Context: an optimization exercise on an open-source flow, tuned for small area. The choices shown serve that exercise and are no tape-out recipe.
The RTL was checked by simulation tests, not by an equivalence proof against the original design.
No activity file was given, so power comes from the tool's default toggle rates.

==> inputs of v19 <==
Design queue_non_fsm, start of the top module:
module queue_non_fsm(
    clk,
    reset,
    data_in,
    write_to_stack,
    read_from_stack,
    stack_full,
    stack_empty,
    data_out
    );
==> module queue_non_fsm, before the edit <==
module queue_non_fsm(
    clk,
    reset,
    data_in,
    write_to_stack,
    read_from_stack,
    stack_full,
    stack_empty,
    data_out
    );
    input  [7:0] data_in;
    input        clk,
                 reset,
                 write_to_stack,
                 read_from_stack;
    output       stack_full,
                 stack_empty;
    output [7:0] data_out;
    reg    [7:0] data_out;
    reg [7:0] mem [0:31];
    reg  [5:0] cn;
    wire [5:0] c = ~cn;
    assign stack_empty = c[5];
    assign stack_full  = ~c[5] & (&c[4:0]);
    wire wr, wrn, rd, rdn;
    nand2b g_wrn (.an(stack_full), .b(write_to_stack), .y(wrn));
    inv    g_wr  (.a(wrn), .y(wr));
    and3   g_rd  (.a(read_from_stack), .b(~c[5]), .c(wrn), .y(rd));
    nand3  g_rdn (.a(read_from_stack), .b(~c[5]), .c(wrn), .y(rdn));
    wire [32:0] sel;
    wire [4:0]  ci = ~c[4:0];
    wire [3:0]  lo_n;
    wire [7:0]  hi_n;
    genvar g;
    generate for (g = 0; g < 4; g = g + 1) begin : plo
        nand3 u (.a(rd), .b(g & 1 ? c[0] : ci[0]), .c(g & 2 ? c[1] : ci[1]), .y(lo_n[g]));
    end
    for (g = 0; g < 8; g = g + 1) begin : phi
        nand3 u (.a(g & 1 ? c[2] : ci[2]), .b(g & 2 ? c[3] : ci[3]), .c(g & 4 ? c[4] : ci[4]), .y(hi_n[g]));
    end
    for (g = 0; g < 32; g = g + 1) begin : dec
        nor2 u (.a(lo_n[g % 4]), .b(hi_n[g / 4]), .y(sel[g]));
    end endgenerate
    assign sel[32] = rdn;
    wire [7:0] rd_next;
    generate for (g = 0; g < 8; g = g + 1) begin : rbit
        wire [32:0] d;
        genvar k;
        for (k = 0; k < 32; k = k + 1) begin : dk
            assign d[k] = mem[k][g];
        end
        assign d[32] = data_out[g];
        wire [10:0] y;
        for (k = 0; k < 11; k = k + 1) begin : t
            aoi222 u (.a1(sel[3*k]),   .a2(d[3*k]),
                      .b1(sel[3*k+1]), .b2(d[3*k+1]),
                      .c1(sel[3*k+2]), .c2(d[3*k+2]), .y(y[k]));
        end
        wire p0, p1, p2;
        nand4 n0 (.a(y[0]), .b(y[1]), .c(y[2]),  .d(y[3]), .y(p0));
        nand4 n1 (.a(y[4]), .b(y[5]), .c(y[6]),  .d(y[7]), .y(p1));
        nand3 n2 (.a(y[8]), .b(y[9]), .c(y[10]),            .y(p2));
        assign rd_next[g] = p0 | p1 | p2;
    end endgenerate
    integer i;
    wire [7:0] mem_d [0:31];
    generate for (g = 0; g < 32; g = g + 1) begin : word
        genvar b;
        for (b = 0; b < 8; b = b + 1) begin : bits
            ao22 u (.a1(wr),  .a2(g == 0 ? data_in[b] : mem[g == 0 ? 0 : g-1][b]),
                    .b1(wrn), .b2(mem[g][b]), .y(mem_d[g][b]));
        end
    end endgenerate
    always @(posedge clk) begin
        for (i = 0; i < 32; i = i + 1) mem[i] <= mem_d[i];
    end
    always @(posedge clk or posedge reset) begin
        if (reset) begin
            cn       <= 6'b000000;
            data_out <= 8'b0;
        end else begin
            if (wr)      cn <= cn - 6'd1;
            else if (rd) cn <= cn + 6'd1;
            data_out <= rd_next;
        end
    end
endmodule
==> module aoi222, before the edit <==
module aoi222(input a1, a2, b1, b2, c1, c2, output y);
    assign y = ~((a1 & a2) | (b1 & b2) | (c1 & c2));
endmodule
==> module ao22, before the edit <==
module ao22(input a1, a2, b1, b2, output y);
    assign y = (a1 & a2) | (b1 & b2);
endmodule
==> module nand4, before the edit <==
module nand4(input a, b, c, d, output y);
    assign y = ~(a & b & c & d);
endmodule
==> module nand3, before the edit <==
module nand3(input a, b, c, output y);
    assign y = ~(a & b & c);
endmodule
==> module nor2, before the edit <==
module nor2(input a, b, output y);
    assign y = ~(a | b);
endmodule
==> module nand2b, before the edit <==
module nand2b(input an, b, output y);
    assign y = ~(~an & b);
endmodule
==> module inv, before the edit <==
module inv(input a, output y);
    assign y = ~a;
endmodule
==> module and3, before the edit <==
module and3(input a, b, c, output y);
    assign y = a & b & c;
endmodule
export LEC_CHECK = 0
export CAP_MARGIN = 20
export CORE_MARGIN = 2
export CORE_UTILIZATION = 60
export SLEW_MARGIN = 20
export SYNTH_HIERARCHICAL = 1
export SYNTH_MINIMUM_KEEP_SIZE = 0
create_clock -name core_clock -period 5.0 [get_ports {clk}]
standard.sh (not shown) runs the stock make flow with config.mk's settings and CLKGATE_MAP_FILE= SYNTH_SCRIPT=/design/flow/synth_recipe.tcl, a recipe that flattens the netlist after the stock synthesis.
==> flow/flow/run.sh <==
#!/bin/bash
# The standard ORFS layout (standard.sh, with its synthesis unchanged), with
# these changes to what it builds around the design:
#  - the port buffers are the smallest buffer, buf_1;
#  - clock tree synthesis drives the registers from clkbuf_4 in clusters of
#    up to 10 sinks, with clkbuf_2 above them in the tree, and inserts no
#    dummy loads. The tree is still built by CTS; no register is given a
#    skew of its own;
#  - the buffers ABC inserted are removed at floorplan; repair_design then
#    buffers what needs it.
# Each tool's full output is in the ORFS logs under orfs/logs; make's own
# output is in flow_make.log.
set -euo pipefail
export BUFFER_PORTS_ARGS="-buffer_cell sky130_fd_sc_hd__buf_1"
export CTS_ARGS="-sink_clustering_enable -repair_clock_nets -dont_use_dummy_load -buf_list sky130_fd_sc_hd__clkbuf_4 -root_buf sky130_fd_sc_hd__clkbuf_2 -tree_buf sky130_fd_sc_hd__clkbuf_2 -sink_clustering_size 10 -sink_clustering_max_diameter 60"
export REMOVE_ABC_BUFFERS=1
bash standard.sh > flow_make.log 2>&1
==> v2 (differences from v19) <==
==> flow/design.v (replaced) <==
`timescale 1ns / 1ps
module queue_non_fsm(
    clk,
    reset,
    data_in,
    write_to_stack,
    read_from_stack,
    stack_full,
    stack_empty,
    data_out
    );
    input  [7:0] data_in;
    input        clk,
                 reset,
                 write_to_stack,
                 read_from_stack;
    output       stack_full,
                 stack_empty;
    output [7:0] data_out;
    reg    [7:0] data_out;
    reg [7:0] mem [0:31];
    reg [5:0] c;
    assign stack_empty = c[5];
    assign stack_full  = ~c[5] & (&c[4:0]);
    wire wr = write_to_stack & ~stack_full;
    wire rd = read_from_stack & ~stack_empty & ~wr;
    integer i;
    always @(posedge clk) begin
        if (wr) begin
            mem[0] <= data_in;
            for (i = 1; i < 32; i = i + 1) mem[i] <= mem[i-1];
        end
    end
    always @(posedge clk or posedge reset) begin
        if (reset) begin
            c        <= 6'b111111;
            data_out <= 8'b0;
        end else begin
            if (wr)      c <= c + 6'd1;
            else if (rd) c <= c - 6'd1;
            if (rd) data_out <= mem[c[4:0]];
        end
    end
endmodule
==> flow/run.sh (new file) <==
#!/bin/bash
# synth_recipe.tcl (not shown) runs the flow's synth.tcl, then flattens the netlist and writes it again
# the make line also repeats each setting of config.mk as NAME=value (left out here)
make -C /OpenROAD-flow-scripts/flow DESIGN_CONFIG=/design/flow/config.mk WORK_HOME=/design/flow/orfs CLKGATE_MAP_FILE= SYNTH_SCRIPT=/design/flow/synth_recipe.tcl finish
--- a/flow/config.mk
+++ b/flow/config.mk
@@ -9,5 +9,3 @@
 export CORE_MARGIN = 2
-export CORE_UTILIZATION = 60
+export CORE_UTILIZATION = 40
 export SLEW_MARGIN = 20
-export SYNTH_HIERARCHICAL = 1
-export SYNTH_MINIMUM_KEEP_SIZE = 0
removed: flow/flow/run.sh
removed: flow/standard.sh
==> run summary <==
quantity	v2	v19
Pin count of the biggest net entering global routing	75	258
Static power due to leakage	0.00411 µW	0.00379 µW
Number of cells produced by synthesis	678	735
Netlist area before placement	0.0108 mm²	0.00927 mm²
Power drawn by the clock network	1970 µW	894 µW
Multi-input gates	364	455
Pin slew with the least headroom to its limit	1060 ps	1120 ps
Sequential element share of the synthesized area	74.4%	59.1%
Crit-path max cell delay	1150 ps	660 ps
Reg2Reg Setup Slack	1570 ps	1310 ps
Post-detailed-route via-to-cell ratio	6.29	7.40
Routed length on met2	13900 µm	11200 µm
Met1 Resource Use GR	27.8%	39.5%
Result of the run	no timing/DRC/antenna violations	no timing/DRC/antenna violations
Clock power share	28.3%	17.4%
1st-pass router iterations	6	9
Final instance area	0.0122 mm²	0.00985 mm²
Cells after DPL	1017	946
Layout clock buffers	31	30
Final Routed Wirelength	29300 µm	23500 µm
Fmax	268 MHz	271 MHz
Proportion of synthesized area in mux cells	2.57%	0.108%
Reg-to-Reg Start	c[1]	cn[4]
Arrival @ worst endpoint	2730 ps	4360 ps
Grt met3 use	3.65%	4.05%
Area added between synthesis and finish	12.8%	6.25%
M1 WL	11500 µm	10100 µm

[static timing again, ports no longer ideal]
How much do the figures lean on ideal ports? The routed layouts below were timed once more, with nothing changed but the port constraints.
Step 1 assumes that a clkbuf_16 drives the clock port and a buf_2 every other input.
Step 2 times the ports against the registers' clock, not the clock port: input delays grow and output delays shrink by t, the midpoint of the rising clock arrivals with the driver on.
a / b / c = ideal ports / drivers / drivers and shift; a / b = the first two.
| run | t, ns | setup WS [ns] | hold WS [ns] | clock arrival spread, ns | worst data-port slew with drivers (ns) |
|---|---|---|---|---|---|
| v19 | 0.846 | 1.311 / 1.311 / 1.311 | 0.203 / 0.194 / 0.478 | 0.074 / 0.074 | 0.03 |
| v2 | 0.585 | 1.272 / 1.225 / 1.378 | 0.442 / 0.442 / 0.442 | 0.014 / 0.014 | 0.06 |
After both steps every run listed still meets setup and hold.
